Source: an optimization exercise on an open RTL-to-GDS flow (aim: small area, a short achievable clock period and few clock cycles per item). Production flows keep margins and buffers that such runs may drop.
In this exercise RTL edits were held to simulation tests only and were not proved equivalent to the original.
Power figures rest on the tool's default switching activity, not on a simulated workload.

==> inputs of run a <==
==> flow/design.v (excerpt) <==
module ripemd160
(
    input  logic         clk,
    input  logic         rst,
    input  logic         valid_in,
    output logic         valid_out,
    input  logic [439:0] message,
    output logic [159:0] Hash_result
);
localparam logic [31:0] H0 = 32'h67452301;
localparam logic [31:0] H1 = 32'hefcdab89;
localparam logic [31:0] H2 = 32'h98badcfe;
localparam logic [31:0] H3 = 32'h10325476;
localparam logic [31:0] H4 = 32'hc3d2e1f0;
localparam logic [31:0] KL1 = 32'h5A827999, KL2 = 32'h6ED9EBA1, KL3 = 32'h8F1BBCDC, KL4 = 32'hA953FD4E;
localparam logic [31:0] KR0 = 32'h50A28BE6, KR1 = 32'h5C4DD124, KR2 = 32'h6D703EF3, KR3 = 32'h7A6D76E9;
localparam logic [31:0] CL0 = H1 ^ H2 ^ H3;
localparam logic [31:0] CR0 = (H1 ^ (H2 | ~H3)) + KR0;
function automatic logic [7:0] tt_next(input logic [7:0] t);
    case (t)
        8'd0: tt_next = 8'd0;
        8'd1: tt_next = 8'd0;
        8'd2: tt_next = 8'd150;
        8'd3: tt_next = 8'd45;
        8'd4: tt_next = 8'd150;
        8'd5: tt_next = 8'd45;
        8'd6: tt_next = 8'd150;
        8'd7: tt_next = 8'd45;
        8'd8: tt_next = 8'd150;
        8'd9: tt_next = 8'd45;
        8'd10: tt_next = 8'd150;
        8'd11: tt_next = 8'd45;
        8'd12: tt_next = 8'd150;
        8'd13: tt_next = 8'd45;
        8'd14: tt_next = 8'd150;
        8'd15: tt_next = 8'd45;
        8'd16: tt_next = 8'd150;
        8'd17: tt_next = 8'd45;
        8'd18: tt_next = 8'd150;
        8'd19: tt_next = 8'd45;
        8'd20: tt_next = 8'd150;
        8'd21: tt_next = 8'd45;
        8'd22: tt_next = 8'd150;
        8'd23: tt_next = 8'd45;
        8'd24: tt_next = 8'd150;
        8'd25: tt_next = 8'd45;
        8'd26: tt_next = 8'd150;
        8'd27: tt_next = 8'd45;
        8'd28: tt_next = 8'd150;
        8'd29: tt_next = 8'd45;
        8'd30: tt_next = 8'd150;
        8'd31: tt_next = 8'd45;
        8'd32: tt_next = 8'd202;
        8'd33: tt_next = 8'd228;
        8'd34: tt_next = 8'd202;
        8'd35: tt_next = 8'd228;
        8'd36: tt_next = 8'd202;
        8'd37: tt_next = 8'd228;
        8'd38: tt_next = 8'd202;
        8'd39: tt_next = 8'd228;
        8'd40: tt_next = 8'd202;
        8'd41: tt_next = 8'd228;
        8'd42: tt_next = 8'd202;
        8'd43: tt_next = 8'd228;
        8'd44: tt_next = 8'd202;
        8'd45: tt_next = 8'd228;
        8'd46: tt_next = 8'd202;
  ...
clock: 14.0 ns
lec_check: 0
cap_margin: 20
core_margin: 2
core_utilization: 65
cts_cluster_diameter: 80
cts_cluster_size: 25
slew_margin: 20
standard.sh (not shown) runs the stock make flow with config.mk's settings and CLKGATE_MAP_FILE= SYNTH_SCRIPT=/design/flow/synth_recipe.tcl, a recipe that flattens the netlist after the stock synthesis.
==> flow/flow/run.sh <==
#!/bin/bash
set -euo pipefail
cd "$(dirname "$0")/.."
export BUFFER_PORTS_ARGS="-buffer_cell sky130_fd_sc_hd__buf_1"
export SETUP_SLACK_MARGIN=10
bash ./standard.sh > standard.log 2>&1
==> run b: changes against run a <==
--- a/flow/design.v
+++ b/flow/design.v
@@ -1,7 +1,30 @@
+module rmd_add32 (
+    input  logic [31:0] a,
+    input  logic [31:0] b,
+    output logic [31:0] s
+);
+    logic [31:0] g [0:5];
+    logic [31:0] p [0:5];
+    assign g[0] = a & b;
+    assign p[0] = a ^ b;
+    for (genvar l = 0; l < 5; l++) begin : lvl
+        for (genvar i = 0; i < 32; i++) begin : bit_
+            if (((i >> l) & 1) == 1) begin : merge
+                localparam int J = ((i >> l) << l) - 1;
+                assign g[l+1][i] = g[l][i] | (p[l][i] & g[l][J]);
+                assign p[l+1][i] = p[l][i] & p[l][J];
+            end else begin : pass
+                assign g[l+1][i] = g[l][i];
+                assign p[l+1][i] = p[l][i];
+            end
+        end
+    end
+    assign s = p[0] ^ {g[5][30:0], 1'b0};
+endmodule
 module ripemd160
 (
     input  logic         clk,
     input  logic         rst,
     input  logic         valid_in,
     output logic         valid_out,
     input  logic [439:0] message,
@@ -715,31 +738,21 @@
         4'd12:   k_of = H3;
         4'd13:   k_of = H4;
         4'd14:   k_of = CL0;
         4'd15:   k_of = CR0;
         default: k_of = '0;
     endcase
 endfunction
-function automatic logic [31:0] add32(input logic [31:0] a, input logic [31:0] b);
-    logic [31:0] g, p, gn, pn;
+function automatic logic [31:0] pick_x(input logic [511:0] w, input logic ok, input logic [3:0] i);
+    logic [31:0] v;
     begin
-        g = a & b;
-        p = a ^ b;
-        for (int l = 0; l < 5; l++) begin
-            gn = g;
-            pn = p;
-            for (int i = 0; i < 32; i++)
-                if (((i >> l) & 1) == 1) begin
-                    gn[i] = g[i] | (p[i] & g[((i >> l) << l) - 1]);
-                    pn[i] = p[i] & p[((i >> l) << l) - 1];
-                end
-            g = gn;
-            p = pn;
-        end
-        add32 = a ^ b ^ {g[30:0], 1'b0};
+        v = '0;
+        for (int j = 0; j < 16; j++)
+            v = v | (w[32*j +: 32] & {32{ok && i == j}});
+        pick_x = v;
     end
 endfunction
 function automatic logic [31:0] bswap(input logic [31:0] x);
     bswap = {x[7:0], x[15:8], x[23:16], x[31:24]};
 endfunction
 logic [439:0] msg_q;
 logic         busy;
@@ -761,21 +774,20 @@
 logic [31:0]  Sq;
 logic [31:0]  Fq, G0n, G1n, C0n, D0n;
 logic [511:0] xw;
 logic [31:0]  x, xn, an, k, s2, c2, S, R1, R, ea, T;
 wire accept = valid_in & ~busy;
 wire [7:0] n_next = busy ? n + 8'd1 : 8'd1;
 wire [7:0] n_idx  = busy ? n : 8'd0;
-always_comb begin
-    for (int i = 0; i < 13; i++)
-        xw[32*i +: 32] = bswap(msg_q[439-32*i -: 32]);
-    xw[32*13 +: 32] = {8'h80, msg_q[7:0], msg_q[15:8], msg_q[23:16]};
-    xw[32*14 +: 32] = 32'h000001b8;
-    xw[32*15 +: 32] = 32'h00000000;
+for (genvar i = 0; i < 13; i++) begin : g_xw
+    assign xw[32*i +: 32] = bswap(msg_q[439-32*i -: 32]);
 end
+assign xw[32*13 +: 32] = {8'h80, msg_q[7:0], msg_q[15:8], msg_q[23:16]};
+assign xw[32*14 +: 32] = 32'h000001b8;
+assign xw[32*15 +: 32] = 32'h00000000;
 always_ff @(posedge clk) begin
     if (!busy)
         msg_q <= message;
 end
 always_ff @(posedge clk) begin
     if (rst) begin
         busy <= 1'b0;
@@ -799,46 +811,38 @@
     rhi   <= (busy && n >= 8'd161) ? 4'b0001 : 4'b0001 << sh[3:2];
     ein   <= ein_next(n_idx);
     kidx  <= kidx_next2(n_idx);
     init  <= !busy;                        
     first <= busy && (n == 8'd1 || n == 8'd2);
     unrot <= busy && n >= 8'd161;
 end
-always_comb begin
-    s2 = Fq ^ AXs ^ AXc;
-    c2 = {(Fq[30:0] & AXs[30:0]) | (Fq[30:0] & AXc[30:0]) | (AXs[30:0] & AXc[30:0]), 1'b0};
-    S = add32(s2, c2);
-    sh = shift_of(wq[6:4], wq[3:0]);
-    rlo = (busy && n >= 8'd161) ? 4'b0001 : 4'b0001 << sh[1:0];
-    R1 = ({32{rlo[0]}} & S) | ({32{rlo[1]}} & {S[30:0], S[31]})
-       | ({32{rlo[2]}} & {S[29:0], S[31:30]}) | ({32{rlo[3]}} & {S[28:0], S[31:29]});
-end
-always_comb begin
-    R  = ({32{rhi[0]}} & Sq) | ({32{rhi[1]}} & {Sq[27:0], Sq[31:28]})
-       | ({32{rhi[2]}} & {Sq[23:0], Sq[31:24]}) | ({32{rhi[3]}} & {Sq[19:0], Sq[31:20]});
-    ea = ({32{ein[0]}} & E1) | ({32{ein[1]}} & B0);
-    T = add32(R, ea);
-end
-always_comb begin
-    xr  = n_next[7:5];
-    xj  = n_next[0] ? n_next[4:1] + {n_next[1], 3'b101} : n_next[4:1];
-    xin = rho_pow(xr, xj);
-    x = ({32{xe}} & E0) | ({32{xd}} & D0);   
-    for (int i = 0; i < 16; i++)
-        x = x | (xw[32*i +: 32] & {32{xok && xi == i}});
-    xn = busy ? x : bswap(message[439 -: 32]);             
-    an = (init || !busy) ? H0 : az ? '0 : E1;               
-    k  = busy ? k_of(kidx) : CL0;                          
-    C0n = (init || !busy) ? H2 : first ? H1 : B1;
-    D0n = (init || !busy) ? H3 : unrot ? C1 : {C1[21:0], C1[31:22]};
-    ttn = tt_next(n_idx);
-    for (int i = 0; i < 32; i++) begin
-        G1n[i] = ttn[{1'b1, C0n[i], D0n[i]}];
-        G0n[i] = ttn[{1'b0, C0n[i], D0n[i]}];
-    end
+assign s2 = Fq ^ AXs ^ AXc;
+assign c2 = {(Fq[30:0] & AXs[30:0]) | (Fq[30:0] & AXc[30:0]) | (AXs[30:0] & AXc[30:0]), 1'b0};
+rmd_add32 u_add_s (.a(s2), .b(c2), .s(S));
+assign sh  = shift_of(wq[6:4], wq[3:0]);
+assign rlo = (busy && n >= 8'd161) ? 4'b0001 : 4'b0001 << sh[1:0];
+assign R1  = ({32{rlo[0]}} & S) | ({32{rlo[1]}} & {S[30:0], S[31]})
+           | ({32{rlo[2]}} & {S[29:0], S[31:30]}) | ({32{rlo[3]}} & {S[28:0], S[31:29]});
+assign R  = ({32{rhi[0]}} & Sq) | ({32{rhi[1]}} & {Sq[27:0], Sq[31:28]})
+          | ({32{rhi[2]}} & {Sq[23:0], Sq[31:24]}) | ({32{rhi[3]}} & {Sq[19:0], Sq[31:20]});
+assign ea = ({32{ein[0]}} & E1) | ({32{ein[1]}} & B0);
+rmd_add32 u_add_t (.a(R), .b(ea), .s(T));
+assign xr  = n_next[7:5];
+assign xj  = n_next[0] ? n_next[4:1] + {n_next[1], 3'b101} : n_next[4:1];
+assign xin = rho_pow(xr, xj);
+assign x   = pick_x(xw, xok, xi) | ({32{xe}} & E0) | ({32{xd}} & D0);   
+assign xn  = busy ? x : bswap(message[439 -: 32]);           
+assign an  = (init || !busy) ? H0 : az ? '0 : E1;             
+assign k   = busy ? k_of(kidx) : CL0;                        
+assign C0n = (init || !busy) ? H2 : first ? H1 : B1;
+assign D0n = (init || !busy) ? H3 : unrot ? C1 : {C1[21:0], C1[31:22]};
+assign ttn = tt_next(n_idx);
+for (genvar i = 0; i < 32; i++) begin : g_lut
+    assign G1n[i] = ttn[{1'b1, C0n[i], D0n[i]}];
+    assign G0n[i] = ttn[{1'b0, C0n[i], D0n[i]}];
 end
 always_ff @(posedge clk) begin
     Sq <= R1;
     AXs <= an ^ xn ^ k;
     AXc <= {(an[30:0] & xn[30:0]) | (an[30:0] & k[30:0]) | (xn[30:0] & k[30:0]), 1'b0};
     B1 <= B0;
     C1 <= C0;
==> flow/run.sh (new file) <==
#!/bin/bash
# synth_recipe.tcl (not shown) runs the flow's synth.tcl, then flattens the netlist and writes it again
# the make line also repeats each setting of config.mk as NAME=value (left out here)
make -C /OpenROAD-flow-scripts/flow DESIGN_CONFIG=/design/flow/config.mk WORK_HOME=/design/flow/orfs CLKGATE_MAP_FILE= SYNTH_SCRIPT=/design/flow/synth_recipe.tcl finish
removed: flow/flow/run.sh
removed: flow/standard.sh
==> run c: changes against run a <==
--- a/flow/design.v
+++ b/flow/design.v
@@ -176,18 +176,21 @@
         8'd155: tt_next = 8'd150;
         8'd156: tt_next = 8'd45;
         8'd157: tt_next = 8'd150;
         8'd158: tt_next = 8'd45;
         8'd159: tt_next = 8'd150;
         8'd160: tt_next = 8'd0;
         8'd161: tt_next = 8'd0;
-        8'd162: tt_next = 8'd170;
+        8'd162: tt_next = 8'd0;
         8'd163: tt_next = 8'd0;
-        8'd164: tt_next = 8'd170;
+        8'd164: tt_next = 8'd0;
         8'd165: tt_next = 8'd0;
+        8'd166: tt_next = 8'd0;
+        8'd167: tt_next = 8'd0;
+        8'd168: tt_next = 8'd0;
         default: tt_next = 8'd0;
     endcase
 endfunction
 function automatic logic [3:0] kidx_next2(input logic [7:0] t);
     case (t)
         8'd0: kidx_next2 = 4'd15;
         8'd1: kidx_next2 = 4'd0;
@@ -346,19 +349,22 @@
         8'd154: kidx_next2 = 4'd0;
         8'd155: kidx_next2 = 4'd4;
         8'd156: kidx_next2 = 4'd0;
         8'd157: kidx_next2 = 4'd4;
         8'd158: kidx_next2 = 4'd0;
         8'd159: kidx_next2 = 4'd13;
         8'd160: kidx_next2 = 4'd12;
-        8'd161: kidx_next2 = 4'd10;
+        8'd161: kidx_next2 = 4'd0;
         8'd162: kidx_next2 = 4'd11;
-        8'd163: kidx_next2 = 4'd9;
-        8'd164: kidx_next2 = 4'd0;
+        8'd163: kidx_next2 = 4'd0;
+        8'd164: kidx_next2 = 4'd10;
         8'd165: kidx_next2 = 4'd0;
+        8'd166: kidx_next2 = 4'd9;
+        8'd167: kidx_next2 = 4'd0;
+        8'd168: kidx_next2 = 4'd0;
         default: kidx_next2 = 4'd0;
     endcase
 endfunction
 function automatic logic [1:0] ein_next(input logic [7:0] t);
     case (t)
         8'd0: ein_next = 2'd1;
         8'd1: ein_next = 2'd1;
@@ -522,14 +528,17 @@
         8'd159: ein_next = 2'd1;
         8'd160: ein_next = 2'd1;
         8'd161: ein_next = 2'd2;
         8'd162: ein_next = 2'd0;
         8'd163: ein_next = 2'd0;
         8'd164: ein_next = 2'd0;
         8'd165: ein_next = 2'd0;
+        8'd166: ein_next = 2'd0;
+        8'd167: ein_next = 2'd0;
+        8'd168: ein_next = 2'd0;
         default: ein_next = 2'd0;
     endcase
 endfunction
 function automatic logic [3:0] rho_pow(input logic [2:0] k, input logic [3:0] x);
     case ({k, x})
         7'd0: rho_pow = 4'd0;
         7'd1: rho_pow = 4'd1;
@@ -742,30 +751,29 @@
     bswap = {x[7:0], x[15:8], x[23:16], x[31:24]};
 endfunction
 logic [439:0] msg_q;
 logic         busy;
 logic         vout;
 logic [7:0]   n;
 logic [7:0]   ttn;
-logic [3:0]   rlo, rhi;              
+logic [3:0]   rlo, rhi;
 logic [6:0]   wq;                    
 logic [2:0]   xr;
 logic [3:0]   xj, xin, xi, sh;
-logic         xok, xe, xd;           
-logic         az;                    
+logic         xok, xe;               
 logic [1:0]   ein;
 logic [3:0]   kidx;                  
 logic         init, first, unrot;
 logic [31:0]  B0, C0, D0, E0;        
 logic [31:0]  B1, C1, D1, E1;        
 logic [31:0]  AXs, AXc;              
 logic [31:0]  Sq;
-logic [31:0]  Fq, G0n, G1n, C0n, D0n;
+logic [31:0]  G0, G1, G0n, G1n, C0n, D0n;
 logic [511:0] xw;
-logic [31:0]  x, xn, an, k, s2, c2, S, R1, R, ea, T;
+logic [31:0]  x, xn, an, k, f, s2, c2, S, R1, R, ea, T;
 wire accept = valid_in & ~busy;
 wire [7:0] n_next = busy ? n + 8'd1 : 8'd1;
 wire [7:0] n_idx  = busy ? n : 8'd0;
 always_comb begin
     for (int i = 0; i < 13; i++)
         xw[32*i +: 32] = bswap(msg_q[439-32*i -: 32]);
     xw[32*13 +: 32] = {8'h80, msg_q[7:0], msg_q[15:8], msg_q[23:16]};
@@ -777,79 +785,79 @@
         msg_q <= message;
 end
 always_ff @(posedge clk) begin
     if (rst) begin
         busy <= 1'b0;
         vout <= 1'b0;
     end else begin
-        vout <= busy & (n == 8'd165);
+        vout <= busy & (n == 8'd168);
         if (accept)
             busy <= 1'b1;
-        else if (n == 8'd165)
+        else if (n == 8'd168)
             busy <= 1'b0;
     end
 end
 always_ff @(posedge clk) begin
     n     <= n_next;
     wq    <= busy ? {n[7:5], xi} : 7'd0;    
     xi    <= xin;
     xok   <= n_next <= 8'd159;
-    xe    <= n_next == 8'd161 || n_next == 8'd163;
-    xd    <= n_next == 8'd162 || n_next == 8'd164;
-    az    <= n_next == 8'd162 || n_next == 8'd164;
+    xe    <= n_next >= 8'd161 && n_next[0];
+    rlo   <= (busy && n >= 8'd161) ? 4'b0001 : 4'b0001 << sh[1:0];
     rhi   <= (busy && n >= 8'd161) ? 4'b0001 : 4'b0001 << sh[3:2];
     ein   <= ein_next(n_idx);
     kidx  <= kidx_next2(n_idx);
     init  <= !busy;                        
     first <= busy && (n == 8'd1 || n == 8'd2);
     unrot <= busy && n >= 8'd161;
 end
 always_comb begin
-    s2 = Fq ^ AXs ^ AXc;
-    c2 = {(Fq[30:0] & AXs[30:0]) | (Fq[30:0] & AXc[30:0]) | (AXs[30:0] & AXc[30:0]), 1'b0};
+    f = (B0 & G1) | (~B0 & G0);
+    s2 = f ^ AXs ^ AXc;
+    c2 = {(f[30:0] & AXs[30:0]) | (f[30:0] & AXc[30:0]) | (AXs[30:0] & AXc[30:0]), 1'b0};
     S = add32(s2, c2);
-    sh = shift_of(wq[6:4], wq[3:0]);
-    rlo = (busy && n >= 8'd161) ? 4'b0001 : 4'b0001 << sh[1:0];
-    R1 = ({32{rlo[0]}} & S) | ({32{rlo[1]}} & {S[30:0], S[31]})
-       | ({32{rlo[2]}} & {S[29:0], S[31:30]}) | ({32{rlo[3]}} & {S[28:0], S[31:29]});
 end
 always_comb begin
-    R  = ({32{rhi[0]}} & Sq) | ({32{rhi[1]}} & {Sq[27:0], Sq[31:28]})
-       | ({32{rhi[2]}} & {Sq[23:0], Sq[31:24]}) | ({32{rhi[3]}} & {Sq[19:0], Sq[31:20]});
+    R1 = ({32{rlo[0]}} & Sq) | ({32{rlo[1]}} & {Sq[30:0], Sq[31]})
+       | ({32{rlo[2]}} & {Sq[29:0], Sq[31:30]}) | ({32{rlo[3]}} & {Sq[28:0], Sq[31:29]});
+    R  = ({32{rhi[0]}} & R1) | ({32{rhi[1]}} & {R1[27:0], R1[31:28]})
+       | ({32{rhi[2]}} & {R1[23:0], R1[31:24]}) | ({32{rhi[3]}} & {R1[19:0], R1[31:20]});
     ea = ({32{ein[0]}} & E1) | ({32{ein[1]}} & B0);
     T = add32(R, ea);
 end
 always_comb begin
+    sh = shift_of(wq[6:4], wq[3:0]);
     xr  = n_next[7:5];
     xj  = n_next[0] ? n_next[4:1] + {n_next[1], 3'b101} : n_next[4:1];
     xin = rho_pow(xr, xj);
-    x = ({32{xe}} & E0) | ({32{xd}} & D0);   
+    x = xe ? E0 : '0;                      
     for (int i = 0; i < 16; i++)
         x = x | (xw[32*i +: 32] & {32{xok && xi == i}});
     xn = busy ? x : bswap(message[439 -: 32]);             
-    an = (init || !busy) ? H0 : az ? '0 : E1;               
+    an = (init || !busy) ? H0 : E1;                         
     k  = busy ? k_of(kidx) : CL0;                          
     C0n = (init || !busy) ? H2 : first ? H1 : B1;
     D0n = (init || !busy) ? H3 : unrot ? C1 : {C1[21:0], C1[31:22]};
     ttn = tt_next(n_idx);
     for (int i = 0; i < 32; i++) begin
         G1n[i] = ttn[{1'b1, C0n[i], D0n[i]}];
         G0n[i] = ttn[{1'b0, C0n[i], D0n[i]}];
     end
 end
 always_ff @(posedge clk) begin
-    Sq <= R1;
+    Sq <= S;
     AXs <= an ^ xn ^ k;
     AXc <= {(an[30:0] & xn[30:0]) | (an[30:0] & k[30:0]) | (xn[30:0] & k[30:0]), 1'b0};
     B1 <= B0;
     C1 <= C0;
     D1 <= D0;
     E1 <= E0;
     B0 <= T;
     C0 <= C0n;
     D0 <= D0n;
     E0 <= (init || !busy) ? H4 : D1;
-    Fq <= (T & G1n) | (~T & G0n);
+    G1 <= G1n;
+    G0 <= G0n;
 end
 assign valid_out   = vout;
-assign Hash_result = {bswap(B1), bswap(B0), bswap(C0), bswap(C1), bswap(Sq)};
+assign Hash_result = {bswap(B1), bswap(C1), bswap(D1), bswap(E0), bswap(Sq)};
 endmodule
==> flow/config.mk (replaced) <==
export PLATFORM = sky130hd
export DESIGN_NAME = ripemd160
export DESIGN_NICKNAME = ripemd160
export VERILOG_FILES = /design/flow/design.v
export SDC_FILE = /design/flow/constraint.sdc
export NUM_CORES = 8
export LEC_CHECK = 0
export CAP_MARGIN = 20
export CORE_MARGIN = 2
export CORE_UTILIZATION = 65
export CTS_CLUSTER_DIAMETER = 100
export CTS_CLUSTER_SIZE = 30
export SLEW_MARGIN = 20
==> notes.md <==
quantity                                                                  run a                   run c                             run b
Outcome                                                timing/DRC/antenna clean  timing/DRC/antenna clean          timing/DRC/antenna clean
Netlist cell types                                                           94                      79                                92
Number of cells on the worst reg-to-reg path                                  9                       7                                 7
Pin count of the biggest net entering global routing                        131                     186                                97
Number of nets produced by synthesis                                       3611                    3580                              3577
Core Footprint                                                        56400 µm²               56200 µm²                         56300 µm²
Proportion of power drawn by combinational gates                          0.345                   0.269                             0.377
Global-route track usage on met1                                          0.592                   0.575                             0.584
Initial Util                                                              0.657                   0.655                             0.657
Met2 layer wire length in the routed design                            61300 µm                62200 µm                          65200 µm
Sequential-cell power consumption                                       3.44 mW                 3.47 mW                           3.39 mW
Area share of xor/xnor cells in the synthesized design                   0.0151                  0.0142                            0.0133
Final wirelength                                                      140000 µm               139000 µm                         151000 µm
Power density cells                                                  180 nW/µm²              158 nW/µm²                        173 nW/µm²
Count of warnings emitted by yosys                                            1                       1                                 4
Terminus of the critical flop-to-flop path                                Fq[7]                  AXs[0]                            Fq[27]
Latest clock arrival within the worst-skew pair                         0.64 ns                 0.63 ns                           0.64 ns
Biggest fanout along the worst timing path                                    2                       3                                 3
Die height                                                               243 µm                  242 µm                            242 µm
Met3 routed wirelength                                                 19500 µm                17600 µm                          22900 µm
Leading cell type in the layout, fill and taps excluded  sky130_fd_sc_hd__buf_1  sky130_fd_sc_hd__buf_1  sky130_fd_sc_hd__clkdlybuf4s50_1
Worst setup path end                                           Hash_result[147]         Hash_result[36]                  Hash_result[122]
Area taken by flip-flops and latches                                  21800 µm²               22600 µm²                         21600 µm²
Setup repair after global routing missed its margin                         yes                     yes                                no
Register area share after synthesis                                       0.582                   0.605                             0.583
Switch Pwr                                                              2.87 mW                 2.29 mW                           2.95 mW
Testbench counts of run a, summed over its fixed seeds: cycles 42,504, hashes 256.
Testbench counts of run b, summed over its fixed seeds: cycles 42,504, hashes 256.
Testbench counts of run c, summed over its fixed seeds: cycles 43,272, hashes 256.

port drivers added, routing unchanged:
In the flow no input, the clock included, has a driving cell. The finished layouts below were timed again as built, in two steps. Step 1 assumes that a clkbuf_16 drives the clock port and a buf_2 every other input. Step 2 moves the port delays by t, midway between the first and last clock arrival at a register: inputs arrive t later, outputs are due t later. That takes back most of the time a late clock gives input paths. Slacks: no drivers / after step 1 / after step 2; pairs: no drivers / after step 1.
run | shift t [ns] | setup WS [ns] | worst setup path at the end | worst data-port slew with drivers (ns)
run a | 0.684 | 9.987 / 9.918 / 10.003 | input to register | 0.11
run b | 0.695 | 9.448 / 9.373 / 9.495 | register to register | 0.18
run c | 0.673 | 9.965 / 9.899 / 9.966 | input to register | 0.16
After both steps every run listed still meets setup and hold.
